From an optimization exercise on the open Yosys and OpenROAD flow, aimed at small area; shortcuts taken in it are not production practice.
Only simulation tests tie the RTL to the original design; equivalence was not proved.
The flow treats the clock pin as an ideal source, which a real chip does not have.
Power and IR drop assume default switching activity.

===== flow/constraint.sdc =====
create_clock -name core_clock -period 6.0 [get_ports {clk}]
set_input_delay 1.2000 -clock core_clock [delete_from_list [all_inputs] [get_ports {clk}]]
set_output_delay 1.2000 -clock core_clock [all_outputs]
set_load 0.01 [all_outputs]

===== flow/flow/filter_lib.py =====
#!/usr/bin/env python3
"""Copy a Liberty file without the cells whose names match the given glob
patterns, so that ABC (OpenROAD restructure) cannot map to them."""
import fnmatch
import re
import sys

src, dst, *patterns = sys.argv[1:]
text = open(src).read()
out = []
pos = 0
cell_re = re.compile(r'\n\s*cell\s*\(\s*"?([\w]+)"?\s*\)\s*\{')
dropped = 0
while True:
    m = cell_re.search(text, pos)
    if not m:
        out.append(text[pos:])
        break
    name = m.group(1)
    # find the matching closing brace of this cell group
    depth = 0
    i = m.end() - 1
    while True:
        c = text[i]
        if c == '{':
            depth += 1
        elif c == '}':
            depth -= 1
            if depth == 0:
                break
        i += 1
    end = i + 1
    if any(fnmatch.fnmatch(name, p) for p in patterns):
        out.append(text[pos:m.start()])
        dropped += 1
    else:
        out.append(text[pos:end])
    pos = end
open(dst, 'w').write(''.join(out))
print(f"filter_lib: dropped {dropped} cells")

===== flow/flow/post_floorplan.tcl =====
# Remap the combinational logic for area with ABC (OpenROAD restructure).
# Registers are not touched; the placement stage's repair_design and the
# CTS stage's repair_timing then fix slew, capacitance and timing.
set rs_dir [file join $::env(OBJECTS_DIR) rs_work]
file mkdir $rs_dir
set_dont_use $::env(DONT_USE_CELLS)
log_cmd restructure -target area \
  -liberty_file $::env(RS_LIB) \
  -tielo_port sky130_fd_sc_hd__conb_1/LO -tiehi_port sky130_fd_sc_hd__conb_1/HI \
  -work_dir $rs_dir -abc_logfile [file join $rs_dir abc.log]
report_design_area

===== flow/standard.sh =====
#!/bin/bash
# synth_recipe.tcl (not shown) runs the flow's synth.tcl, then flattens the netlist and writes it again
# the make line also repeats each setting of config.mk as NAME=value (left out here)
make -C /OpenROAD-flow-scripts/flow DESIGN_CONFIG=/design/flow/config.mk WORK_HOME=/design/flow/orfs CLKGATE_MAP_FILE= SYNTH_SCRIPT=/design/flow/synth_recipe.tcl "${@:-finish}"

===== flow/flow/area_recover.tcl =====
# Area recovery: try each cell in a smaller drive strength of the same
# function (same name up to the drive suffix); keep the change only if
# setup and hold slack, max slew, max capacitance and the flip-flop clock-pin
# slews all stay within margins.
proc ar_clk_slew_max {} {
  set worst 0.0
  foreach p [get_pins -hierarchical */CLK] {
    set s [get_property $p slew_max]
    if {$s > $worst} { set worst $s }
  }
  return $worst
}

proc ar_ok { setup_min hold_min slew_min cap_min clk_slew_max is_clock } {
  if {[sta::max_slew_violation_count] > 0} { return 0 }
  if {[sta::max_capacitance_violation_count] > 0} { return 0 }
  if {[sta::max_slew_check_slack_limit] < $slew_min} { return 0 }
  if {[sta::max_capacitance_check_slack_limit] < $cap_min} { return 0 }
  if {[sta::worst_slack -max] < $setup_min} { return 0 }
  if {[sta::worst_slack -min] < $hold_min} { return 0 }
  if {$is_clock && [ar_clk_slew_max] > $clk_slew_max} { return 0 }
  return 1
}

# Is the instance part of the clock network (drives a clock net)?
proc ar_is_clock { iname } {
  set block [ord::get_db_block]
  set inst [$block findInst $iname]
  if {$inst == "NULL"} { return 0 }
  foreach it [$inst getITerms] {
    if {[$it isOutputSignal]} {
      set net [$it getNet]
      if {$net != "NULL" && [$net getSigType] == "CLOCK"} { return 1 }
    }
  }
  return 0
}

set ::ar_clock_cells 0

proc area_recover { {setup_min 0.5} {hold_min 0.1} {clk_slew_max 0.110} } {
  set libname [get_name [get_libs *]]
  # family -> list of {area cellname}
  array set fam {}
  foreach lc [get_lib_cells */*] {
    set n [get_name $lc]
    if {![regexp {^(sky130_fd_sc_hd__[a-z0-9]+)_([0-9]+)$} $n -> f d]} continue
    if {[get_property $lc dont_use]} continue
    lappend fam($f) [list [get_property $lc area] $n]
  }
  set insts {}
  foreach inst [get_cells *] {
    set m [get_property $inst ref_name]
    if {![regexp {^(sky130_fd_sc_hd__[a-z0-9]+)_([0-9]+)$} $m -> f d]} continue
    if {[string match *tap* $f] || [string match *fill* $f] || [string match *decap* $f]} continue
    if {![info exists fam($f)]} continue
    set a [get_property [get_lib_cells */$m] area]
    lappend insts [list $a [get_name $inst] $f $m]
  }
  # Margins: the given ones, or what the design already has where that is less.
  set setup_min [expr {min($setup_min, [sta::worst_slack -max])}]
  set hold_min [expr {min($hold_min, [sta::worst_slack -min])}]
  set slew_min [expr {min(0.2, [sta::max_slew_check_slack_limit])}]
  set cap_min [expr {min(0.2, [sta::max_capacitance_check_slack_limit])}]
  set clk_slew_max [expr {max($clk_slew_max, [ar_clk_slew_max])}]
  set saved 0.0
  set n 0
  foreach e [lsort -real -decreasing -index 0 $insts] {
    lassign $e a iname f m
    set is_clock [ar_is_clock $iname]
    # Clock buffers are left alone: resizing one leaf changes the skew.
    if {$is_clock && !$::ar_clock_cells} continue
    foreach c [lsort -real -increasing -index 0 $fam($f)] {
      lassign $c ca cn
      if {$ca >= $a} break
      replace_cell $iname $cn
      if {[ar_ok $setup_min $hold_min $slew_min $cap_min $clk_slew_max $is_clock]} {
        set saved [expr {$saved + $a - $ca}]
        incr n
        break
      }
      replace_cell $iname $m
    }
  }
  puts "area_recover: $n cells downsized, [format %.1f $saved] um2 saved"
}

===== flow/design.v =====
module mkmif(
             input wire           clk,
             input wire           reset_n,
             output wire          spi_sclk,
             output wire          spi_cs_n,
             input wire           spi_do,
             output wire          spi_di,
             input wire           cs,
             input wire           we,
             input wire  [7 : 0]  address,
             input wire  [31 : 0] write_data,
             output wire [31 : 0] read_data
            );
  localparam ADDR_NAME0       = 8'h00;
  localparam ADDR_NAME1       = 8'h01;
  localparam ADDR_VERSION     = 8'h02;
  localparam ADDR_CTRL        = 8'h08;
  localparam ADDR_STATUS      = 8'h09;
  localparam ADDR_SCLK_DIV    = 8'h0a;
  localparam ADDR_EMEM_ADDR   = 8'h10;
  localparam ADDR_EMEM_DATA   = 8'h20;
  localparam DEFAULT_SCLK_DIV = 16'h0020;
  localparam CORE_NAME0   = 32'h6d6b6d69;  
  localparam CORE_NAME1   = 32'h66202020;  
  localparam CORE_VERSION = 32'h302e3130;  
  localparam CTRL_RDYA  = 3'h0;
  localparam CTRL_RDYB  = 3'h1;
  localparam CTRL_SET   = 3'h2;
  localparam CTRL_START = 3'h3;
  localparam CTRL_CSL   = 3'h4;
  localparam CTRL_CMPL  = 3'h5;
  localparam CTRL_WAIT  = 3'h6;
  localparam CTRL_DONE  = 3'h7;
  reg  [2 : 0]  ctrl_reg;
  reg  [2 : 0]  ctrl_new;
  reg  [2 : 0]  op_reg;          
  reg           valid_reg;
  reg           sclk_reg;
  reg  [15 : 0] sclk_div_reg;
  reg  [15 : 0] addr_reg;
  reg           addr_ok_reg;     
  reg  [31 : 0] wdata_reg;
  reg           wdata_ok_reg;    
  reg  [31 : 0] rdata_reg;
  reg           rdata_ok_reg;    
  reg  [47 : 0] shift_reg;
  reg  [15 : 0] div_reg;
  reg  [15 : 0] clk_ctr_reg;
  reg  [5 : 0]  bit_ctr_reg;
  reg           do_sample0_reg;
  reg           do_sample1_reg;
  wire bus_wr    = cs & we;
  wire bus_rd    = cs & ~we;
  wire is_init   = op_reg[2];
  wire is_write  = op_reg[1] & ~op_reg[2];
  wire pending   = |op_reg;
  wire st_ready  = (ctrl_reg == CTRL_RDYA) | (ctrl_reg == CTRL_RDYB);
  wire st_set    = ctrl_reg == CTRL_SET;
  wire st_start  = ctrl_reg == CTRL_START;
  wire st_wait   = ctrl_reg == CTRL_WAIT;
  wire st_cmpl   = ctrl_reg == CTRL_CMPL;
  wire accept    = st_ready & pending;
  wire load_op   = (st_ready & ~pending) | st_cmpl;
  wire tick      = clk_ctr_reg == div_reg;
  wire fall      = st_wait & tick & sclk_reg;
  wire shift     = fall & (is_init | (bit_ctr_reg[5 : 3] != 3'h0));
  wire sr_hold   = ~(st_set | shift);
  wire set_addr  = st_set & addr_ok_reg;
  wire set_data  = st_set & wdata_ok_reg & is_write;
  wire done      = is_init ? bit_ctr_reg[4] : (&bit_ctr_reg[5 : 3]);
  reg           di;
  assign spi_sclk = sclk_reg;
  assign spi_cs_n = ~(ctrl_reg[2] & ctrl_reg[1]);
  assign spi_di   = di;
  always @ (posedge clk or negedge reset_n)
    begin
      if (!reset_n)
        begin
          ctrl_reg     <= CTRL_RDYA;
          op_reg       <= 3'b100;
          valid_reg    <= 1'b0;
          sclk_reg     <= 1'b0;
          sclk_div_reg <= DEFAULT_SCLK_DIV;
          addr_ok_reg  <= 1'b0;
          wdata_ok_reg <= 1'b0;
          rdata_ok_reg <= 1'b0;
        end
      else
        begin
          ctrl_reg <= ctrl_new;
          if (load_op)
            op_reg <= (bus_wr && (address == ADDR_CTRL)) ? write_data[2 : 0] : 3'h0;
          if (accept & op_reg[0])
            valid_reg <= 1'b0;
          else if (st_cmpl)
            valid_reg <= 1'b1;
          if (st_start)
            sclk_reg <= 1'b0;
          else if (st_wait & tick)
            sclk_reg <= ~sclk_reg;
          if (bus_wr && (address == ADDR_SCLK_DIV))
            sclk_div_reg <= write_data[15 : 0];
          if (bus_wr && (address == ADDR_EMEM_ADDR))
            addr_ok_reg <= 1'b1;
          if (bus_wr && (address == ADDR_EMEM_DATA))
            wdata_ok_reg <= 1'b1;
          if (st_cmpl)
            rdata_ok_reg <= 1'b1;
        end
    end
  always @ (posedge clk)
    begin
      do_sample0_reg <= spi_do;
      do_sample1_reg <= do_sample0_reg;
      if (bus_wr && (address == ADDR_EMEM_ADDR))
        addr_reg <= write_data[15 : 0];
      if (bus_wr && (address == ADDR_EMEM_DATA))
        wdata_reg <= write_data;
      if (st_cmpl)
        rdata_reg <= shift_reg[31 : 0];
      if (st_set)
        begin
          div_reg       <= sclk_div_reg;
        end
      shift_reg <= {({16{set_addr}} & addr_reg), ({32{set_data}} & wdata_reg)} |
                   ({48{shift}}   & {shift_reg[46 : 0], do_sample1_reg}) |
                   ({48{sr_hold}} & shift_reg);
      if (!st_wait || tick)
        clk_ctr_reg <= 16'h0;
      else
        clk_ctr_reg <= clk_ctr_reg + 1'b1;
      if (!st_wait)
        bit_ctr_reg <= 6'h0;
      else if (fall)
        bit_ctr_reg <= bit_ctr_reg + 1'b1;
    end
  always @*
    begin : ctrl
      case (ctrl_reg)
        CTRL_RDYA, CTRL_RDYB: ctrl_new = pending ? CTRL_SET : CTRL_RDYB;
        CTRL_SET:             ctrl_new = CTRL_START;
        CTRL_START:           ctrl_new = CTRL_CSL;
        CTRL_CSL:             ctrl_new = CTRL_WAIT;
        CTRL_WAIT:            ctrl_new = done ? CTRL_DONE : CTRL_WAIT;
        CTRL_DONE:            ctrl_new = CTRL_CMPL;
        default:              ctrl_new = CTRL_RDYA;
      endcase
    end
  always @*
    begin : di_gen
      if (is_init)
        di = (bit_ctr_reg == 6'd7) | (bit_ctr_reg == 6'd9) | (bit_ctr_reg == 6'd15);
      else if (bit_ctr_reg[5 : 3] == 3'h0)
        di = (bit_ctr_reg[2 : 0] == 3'd6) | ((bit_ctr_reg[2 : 0] == 3'd7) & ~op_reg[1]);
      else
        di = shift_reg[47];
    end
  reg [31 : 0] tmp_read_data;
  always @*
    begin : api
      tmp_read_data = 32'h0;
      if (bus_rd)
        begin
          case (address)
            ADDR_NAME0:     tmp_read_data = CORE_NAME0;
            ADDR_NAME1:     tmp_read_data = CORE_NAME1;
            ADDR_VERSION:   tmp_read_data = CORE_VERSION;
            ADDR_STATUS:    tmp_read_data = {30'h0, valid_reg, (ctrl_reg == CTRL_RDYB)};
            ADDR_SCLK_DIV:  tmp_read_data = {16'h0, sclk_div_reg};
            ADDR_EMEM_ADDR: tmp_read_data = addr_ok_reg ? {16'h0, addr_reg} : 32'h0;
            ADDR_EMEM_DATA: tmp_read_data = rdata_ok_reg ? rdata_reg : 32'h0;
            default:        tmp_read_data = 32'h0;
          endcase
        end
    end
  assign read_data = tmp_read_data;
endmodule  

===== flow/config.mk =====
export PLATFORM = sky130hd
export DESIGN_NAME = mkmif
export DESIGN_NICKNAME = mkmif
export VERILOG_FILES = /design/flow/design.v
export SDC_FILE = /design/flow/constraint.sdc
export NUM_CORES = 4
export LEC_CHECK = 0
export CAP_MARGIN = 20
export CORE_MARGIN = 2
export CORE_UTILIZATION = 40
export CTS_BUF_LIST = sky130_fd_sc_hd__clkbuf_8
export SLEW_MARGIN = 20

===== flow/flow/run.sh =====
#!/bin/bash
# The standard layout (standard.sh, standard synthesis unchanged) with:
# - the combinational logic remapped for area after floorplan (flow/post_floorplan.tcl),
# - port buffers made from the smallest buffer cell (buf_1),
# - clock tree synthesis without dummy load cells,
# - after CTS, cells downsized where slack, slew and capacitance margins allow (flow/area_recover.tcl).
# Each make step's full log stays under orfs/logs/; standard.sh's own output goes to standard.log.
set -euo pipefail
HERE=$(pwd)
export BUFFER_PORTS_ARGS="-buffer_cell sky130_fd_sc_hd__buf_1"
export CTS_ARGS="-sink_clustering_enable -repair_clock_nets -dont_use_dummy_load -buf_list sky130_fd_sc_hd__clkbuf_8"
# The library that restructure hands to ABC, without the platform's don't-use cells.
python3 flow/filter_lib.py "$FLOW_HOME/platforms/sky130hd/lib/sky130_fd_sc_hd__tt_025C_1v80.lib" "$HERE/abc_lib.lib" \
  'sky130_fd_sc_hd__probe*' 'sky130_fd_sc_hd__lpflow_*' > filter_lib.log 2>&1
export RS_LIB="$HERE/abc_lib.lib"
export POST_FLOORPLAN_TCL="$HERE/flow/post_floorplan.tcl"
export POST_CTS_TCL="$HERE/flow/post_cts.tcl"
bash standard.sh > standard.log 2>&1
rm -f abc_lib.lib

===== flow/flow/post_cts.tcl =====
# Downsize cells with margin to spare (see area_recover.tcl), then legalize.
source [file join [file dirname [info script]] area_recover.tcl]
area_recover 0.4 0.1 0.110
detailed_placement
check_placement -verbose

==> results of run 1 <==
how the worst max path moves through the flow:
stage,slack [ns],depth (start not counted),endpoint,from
2_1_floorplan,1.51,4,wdata_reg[0]$_DFFE_PP_,address[0]
3_3_place_gp,1.01,7,read_data[0],address[4]
3_5_place_dp,0.91,9,read_data[4],address[4]
5_1_grt,0.62,9,read_data[4],address[4]
6_report,0.77,8,read_data[0],address[4]
cell families after synthesis:
logic type | synth area share (%)
AOI/OAI and AO/OA | 13.1
xor gates and xnor gates | 3.32
adders and majority gates | 0.790
buffers and inverters | 2.56
DFF | 63.1
muxes | 6.44
and+or+nand+nor | 10.6
critical path: cells and delay by family:
family,cells,cell delay [ns]
AO/OA/AOI/OAI,2,0.58
buffers and inverters,3,1.12
AND/OR/NAND/NOR,3,1.12
cell type report:
type	count	area (sq um)	share of cell area [%]
Inverter	89	334	4.07
Multi-Input combinational cell	297	1940	23.6
Timing Repair Buffer	93	368	4.48
Clock buffer	17	234	2.85
Tap cell	265	332	4.04
Sequential cell	195	5000	61.0
routing by layer:
layer / global-route usage (%) / vias to the layer above / share of wire [%]
met4: 7.72 / 0 / 2.3
met3: 3.92 / 34 / 5.7
met2: 29.1 / 202 / 48
met1: 24.7 / 2555 / 44
met5: 0 / - / 0
li1: - / 2478 / -
through the flow:
stage | util (%) | hold WS [ns] | total power [mW] | setup WS, ns
after floorplan | - | 0.310 | 1.44 | 1.51
after global placement | 41.2 | 0.315 | 1.46 | 1.01
after detailed placement | 41.2 | 0.319 | 1.46 | 0.913
after global routing | 42.2 | 0.354 | 2.15 | 0.623
final | 42.2 | 0.338 | 2.07 | 0.766
power by group:
group | leakage [nW] | switching [mW] | total, mW | internal [mW]
clock | 0.122 | 0.388 | 0.639 | 0.251
sequential | 1.86 | 0.00562 | 1.40 | 1.40
combinational | 0.743 | 0.0220 | 0.0329 | 0.0109
total | 2.73 | 0.415 | 2.07 | 1.66
cell usage in the layout, fill, tap and decap left out, types with 20 or more instances in the layout:
cell,instances
sky130_fd_sc_hd__edfxtp_1,96
sky130_fd_sc_hd__clkinv_1,89
sky130_fd_sc_hd__buf_1,83
sky130_fd_sc_hd__dfxtp_1,72
sky130_fd_sc_hd__a222oi_1,43
sky130_fd_sc_hd__nor2_1,40
sky130_fd_sc_hd__a21oi_1,32
sky130_fd_sc_hd__nand3_1,26
sky130_fd_sc_hd__dfrtp_1,25
sky130_fd_sc_hd__nor3_1,20
==> flow_summary.ini, run 1 <==
[run_status]
status = complete, no violations

[pwr]
cellLeakagePower_nw = 2.73
power_per_cell_area_mw_per_mm2 = 253
max-vdd-ir-drop_mv = 0.147

[global_route]
grt.total_usage_pct = 18.4
global_route_wire_length_before_repair_um = 28800
antenna_found_initial = 0
grt_remaining_overflow = 0
maximum_number_of_pins_on_one_net_before_global_route_repair = 38
via_count_of_the_first_global_routing_pass = 5241

[placement]
placed_area_sq_mm = 0.00803
detailedPlacementHpwl_um = 12400
place.detailed.instances = 938
place.port_buffers = 79
gp_routability_congestion = 0.806

[synthesis]
synth_top_area_share_pct = 36.4
yosysTopAreaCell = sky130_fd_sc_hd__edfxtp_1
netlist-cell-type-count = 52
syn_nets = 694
number_of_flops_mapped_to_enable_cells_by_yosys = 96
post_synth_main_area_contributors = sky130_fd_sc_hd__edfxtp_1 (36%), sky130_fd_sc_hd__dfxtp_1 (18%), sky130_fd_sc_hd__dfrtp_1 (7.9%), sky130_fd_sc_hd__a22oi_1 (4.2%), sky130_fd_sc_hd__mux2i_1 (4.2%)
synth_commonest_cells = sky130_fd_sc_hd__edfxtp_1 (96), sky130_fd_sc_hd__dfxtp_1 (72), sky130_fd_sc_hd__a21oi_1 (57)
synth_seq_area_share_pct = 63.1
yosys.cell_count.top_type = sky130_fd_sc_hd__edfxtp_1
synth_area_per_cell_sq_um = 12.3
synth-main-ff-cell = sky130_fd_sc_hd__edfxtp_1
synth_cells = 644
synth-seq-cells = 195
ys.warnings.count = 1
synthesis.area_sq_mm = 0.00792
synth-async-reset-ratio_pct = 13.8

[min_path]
hold_path_class = flip-flop to flip-flop
min_delay_path_depth = 0
worstHoldEndpoint = do_sample1_reg$_DFF_P_
hp-start = do_sample0_reg$_DFF_P_

[timing]
final_max_slew_viol_count = 0
timing.final.crit_period_ns = 5.23
max_slew_margin_pct = 29.8
post-route-period-util_pct = 87.2
unrepaired_setup_endpoints_after_global_routing = no
setup-tns-final_ns = 0
max_freq_ghz = 0.191
finalSetupViolCount = 0
finalClockSkew_ns = 0.0319
finalHoldViolations = 0
tightest_pin_transition_ns = 1.05

[job]
max_cap_violations = 0

[final_layout]
syn_to_final_growth_pct = 3.60
antenna_cells = 0
final_layout_size_suffix_gt1_share_pct = 4.34
flip_flop_count_of_the_largest_register_all_copies_and_words_added = 48
final_net_count = 738
finish.instance_area_sq_mm = 0.00821
finished_layout_cells = 956
n_fill_cell = 1851

[clock_tree]
clk_sinks = 195
tritoncts_clock_tree = done
clkTransAtPathRegs_ns = 0.09
clk_latency_ns = 0.46

[worst_setup_path]
worstSetupEndpointType = output pin
worst-endpoint-arrival_ns = 4.03
path_cells = buf_1 -> nor4_1 -> nand3_1 -> nor3_1 -> buf_1 -> a221oi_1 -> a311oi_1 -> buf_1
critPathRequiredTime_ns = 4.80
critPathMaxStageDelay_ns = 0.80
startpoint_type = input port
crit_path_max_fanout = 17
slowest_cell_on_the_critical_path = sky130_fd_sc_hd__buf_1
crit-reg2reg-launch = clk_ctr_reg[1]$_SDFF_PP0_
critical_path.most_common_cell = sky130_fd_sc_hd__buf_1
critical_path.reg2reg.endpoint = shift_reg[11]$_DFF_P_
worst-r2r-cell-count = 12
reg2reg_setup_slack_ns = 2.58
crit_path_kind = input port to output pin

[drt]
firstDrtPassIters = 6
routed_wirelength_um = 18300
post_drt_wl_per_cell_um = 19.2
final_antenna_net_count = 0
violation_count_after_the_first_detailed_routing_iteration = 540
route.detailed.drc = 0
num_vias = 5269
detail_route.vias_per_cell = 5.51

[floorplanning]
floorplan.rows = 51
dieArea_sq_mm = 0.0209
initial_core_util_pct = 40.7
ios = 80
fp.dieH_um = 145
core_sq_mm = 0.0195
chipWidth_um = 145
==> run 2: changes to the inputs <==
--- a/flow/config.mk
+++ b/flow/config.mk
@@ -6,7 +6,7 @@
 export NUM_CORES = 4
 export LEC_CHECK = 0
-export CAP_MARGIN = 20
+export CAP_MARGIN = 0
 export CORE_MARGIN = 2
 export CORE_UTILIZATION = 40
 export CTS_BUF_LIST = sky130_fd_sc_hd__clkbuf_8
-export SLEW_MARGIN = 20
+export SLEW_MARGIN = 0
==> run 2 against run 1 <==
Against the previous run:
- count of clock-buffer cells in the layout did not move
- still clean
- register-to-register slack improved by 0.45 ns
- area after synthesis did not move
- cell count fell by 0.21%
- global-route usage barely moved
- first-iteration DRC count fell by 6.3%
- clock skew rose by 0.0017 ns
- design area rose by 0.32%
- sequential power barely moved
- worst setup slack improved by 0.050 ns
- largest power group unchanged
- combinational power barely moved
==> flow_summary.ini, run 2 <==
[run_status]
status = complete, no violations

[floorplanning]
chipWidth_um = 145
dieArea_sq_mm = 0.0209
fp.dieH_um = 145
ios = 80
core_sq_mm = 0.0195
initial_core_util_pct = 40.7
floorplan.rows = 51

[placement]
placement.setup.worst_slack_ns = 0.906
place.port_buffers = 79
place.detailed.instances = 937
detailedPlacementHpwl_um = 12500
placed_area_sq_mm = 0.00802
gp_routability_congestion = 0.806

[final_layout]
sequential_cell_area_sq_mm = 0.00500
layout_common_cells = sky130_fd_sc_hd__edfxtp_1 (96), sky130_fd_sc_hd__clkinv_1 (89), sky130_fd_sc_hd__buf_1 (79)
finished_layout_cells = 954
final_layout_size_suffix_gt1_share_pct = 5.08
flip_flop_count_of_the_largest_register_all_copies_and_words_added = 48
multi_input_area_sq_mm = 0.00195
antenna_cells = 0
most_common_cell_after_layout_fill_and_taps_aside = sky130_fd_sc_hd__edfxtp_1
n_fill_cell = 1829
finish.instance_area_sq_mm = 0.00823
final_net_count = 736
syn_to_final_growth_pct = 3.93

[synthesis]
synth_area_per_cell_sq_um = 12.3
synth_cells = 644
yosysTopAreaCell = sky130_fd_sc_hd__edfxtp_1
synth-main-ff-cell = sky130_fd_sc_hd__edfxtp_1
number_of_flops_mapped_to_enable_cells_by_yosys = 96
synth_compound_gate_area_share_pct = 13.1
syn_nets = 694
synth-seq-cells = 195
yosys-mux-area-fraction_pct = 6.44
post_synth_main_area_contributors = sky130_fd_sc_hd__edfxtp_1 (36%), sky130_fd_sc_hd__dfxtp_1 (18%), sky130_fd_sc_hd__dfrtp_1 (7.9%), sky130_fd_sc_hd__a22oi_1 (4.2%), sky130_fd_sc_hd__mux2i_1 (4.2%)
synth_commonest_cells = sky130_fd_sc_hd__edfxtp_1 (96), sky130_fd_sc_hd__dfxtp_1 (72), sky130_fd_sc_hd__a21oi_1 (57)
synth-async-reset-ratio_pct = 13.8
ys.warnings.count = 1
synth_top_family_by_area = compound AO/OA/AOI/OAI gates
synthesis.area_sq_mm = 0.00792
synthXorXnorAreaFrac_pct = 3.32
synth_seq_area_share_pct = 63.1
synth_top_area_share_pct = 36.4
synth_adder_area_share_pct = 0.790
yosys.cell_count.top_type = sky130_fd_sc_hd__edfxtp_1
netlist-cell-type-count = 52
synth-simple-area-share_pct = 10.6

[drt]
routed_wirelength_um = 18200
num_vias = 5282
post_drt_wl_per_cell_um = 19.1
met3_routed_wirelength_um = 1260
firstDrtPassIters = 7
wl_met2_um = 8750
route.detailed.drc = 0
violation_count_after_the_first_detailed_routing_iteration = 506
routedLengthMet1_um = 7810
final_antenna_net_count = 0
topRoutingLayerUsed = met4
detail_route.vias_per_cell = 5.54

[timing]
tightest_pin_transition_ns = 1.22
finalClockSkew_ns = 0.0336
post-route-period-util_pct = 86.4
finalSetupViolCount = 0
max_slew_margin_pct = 18.5
timing.final.crit_period_ns = 5.18
setup-tns-final_ns = 0
max_freq_ghz = 0.193
holdWs_ns = 0.344
worst_slack_ns = 0.816
final_max_slew_viol_count = 0
finalHoldViolations = 0
unrepaired_setup_endpoints_after_global_routing = no

[clock_tree]
clk_latency_ns = 0.46
tritoncts_clock_tree = done
clk_sinks = 195
clkTransAtPathRegs_ns = 0.08

[worst_setup_path]
worstSetupEndpointType = output pin
worst-endpoint-arrival_ns = 3.98
critPathMaxStageDelay_ns = 0.71
critical_path.reg2reg.endpoint = shift_reg[8]$_DFF_P_
timing.critical_path.from = address[4]
crit-reg2reg-launch = ctrl_reg[1]$_DFF_PN0_
critPathRequiredTime_ns = 4.80
reg2reg_setup_slack_ns = 3.03
worst-r2r-cell-count = 11
critical_path.endpoint = read_data[4]
critical_path.most_common_cell = sky130_fd_sc_hd__buf_1
crit_path_max_fanout = 22
crit_path_kind = input port to output pin
timing.critical_path.max_delay_family = simple AND/OR/NAND/NOR gates
startpoint_type = input port
crit_cells = 9
path_cells = buf_1 -> nor4_1 -> o2111ai_1 -> o21a_1 -> nor3_1 -> clkinv_1 -> buf_2 -> a31oi_1 -> buf_1
slowest_cell_on_the_critical_path = sky130_fd_sc_hd__nor4_1
critPathBufInv = 4

[pwr]
max-vdd-ir-drop_mv = 0.142
cellLeakagePower_nw = 2.74
power_per_cell_area_mw_per_mm2 = 252

[global_route]
via_count_of_the_first_global_routing_pass = 5263
global_route_wire_length_before_repair_um = 28900
maximum_number_of_pins_on_one_net_before_global_route_repair = 38
grt.total_usage_pct = 18.4
antenna_found_initial = 0
grt_remaining_overflow = 0

[job]
max_cap_violations = 0

[min_path]
hold_path_class = flip-flop to flip-flop
run 2: cell types whose count changed in the layout (fill, tap and decap cells not counted):
| cell | change |
|---|---|
| sky130_fd_sc_hd__buf_6 | -1 |
| sky130_fd_sc_hd__clkbuf_2 | -1 |
| sky130_fd_sc_hd__buf_4 | +9 |
| sky130_fd_sc_hd__buf_1 | -4 |
| sky130_fd_sc_hd__nor3_2 | +3 |
| sky130_fd_sc_hd__nor3_1 | -3 |
| sky130_fd_sc_hd__buf_2 | -5 |
run 2: metal layers:
layer	vias up	GRT usage, %
met2	215	29.9
met3	33	4.61
li1	2471	-
met5	-	0
met1	2563	24.2
met4	0	6.29
run 2: cell type report:
class                      instances  area share (%)
sequential                       195            60.8
multi-input combinational        297            23.7
timing repair buffer              91            4.60
inverter                          89            4.06
tap                              265            4.03
clock buffer                      17            2.84
run 2: power breakdown:
part	switching [mW]	total (mW)	internal, mW
logic	0.0223	0.0332	0.0109
registers	0.00554	1.40	1.40
clock network	0.387	0.638	0.251
total	0.415	2.07	1.66
run 2: through the flow:
stage	utilization, %	total power, mW
after floorplan	-	1.44
after global placement	41.2	1.46
after detailed placement	41.2	1.46
after global routing	42.3	2.14
final	42.3	2.07
run 2: how the worst min path moves through the flow:
stage | start | to | slack, ns | cells past startpoint
2_1_floorplan | do_sample0_reg$_DFF_P_ | do_sample1_reg$_DFF_P_ | 0.31 | 0
5_1_grt | do_sample0_reg$_DFF_P_ | do_sample1_reg$_DFF_P_ | 0.35 | 0
6_report | do_sample0_reg$_DFF_P_ | do_sample1_reg$_DFF_P_ | 0.34 | 0
3_5_place_dp | do_sample0_reg$_DFF_P_ | do_sample1_reg$_DFF_P_ | 0.32 | 0
3_3_place_gp | do_sample0_reg$_DFF_P_ | do_sample1_reg$_DFF_P_ | 0.31 | 0
run 2: kinds of logic after synthesis:
family,count (synthesis)
and+or+nand+nor,163
DFF,195
xor gates and xnor gates,30
adders and majority gates,5
AOI/OAI and AO/OA,154
muxes,49
buffers and inverters,48

## re-timing with driven ports
The flow's constraints put no driver on any port. The routed layouts listed below were extracted and timed again, unchanged, in two steps. Step 1, drivers: a clkbuf_16 drives clk and a buf_2 each remaining input, both assumed. Step 2 moves the port delays by t, midway between the first and last clock arrival at a register: inputs arrive t later, outputs are due t later. That takes back most of the time a late clock gives input paths. Three values: ideal, step 1, step 2; two values: the first two.
| run | t (ns) | setup slack, ns | latest minus earliest clock arrival (ns) |
|---|---|---|---|
| run 1 | 0.485 | 0.766 / 0.741 / 0.741 | 0.033 / 0.033 |
| run 2 | 0.482 | 0.816 / 0.794 / 0.794 | 0.034 / 0.033 |
After both steps every run listed still meets setup and hold. For run 1, which loses most, drivers alone change the setup slack by -0.025 ns; drivers and shift together by -0.025 ns.
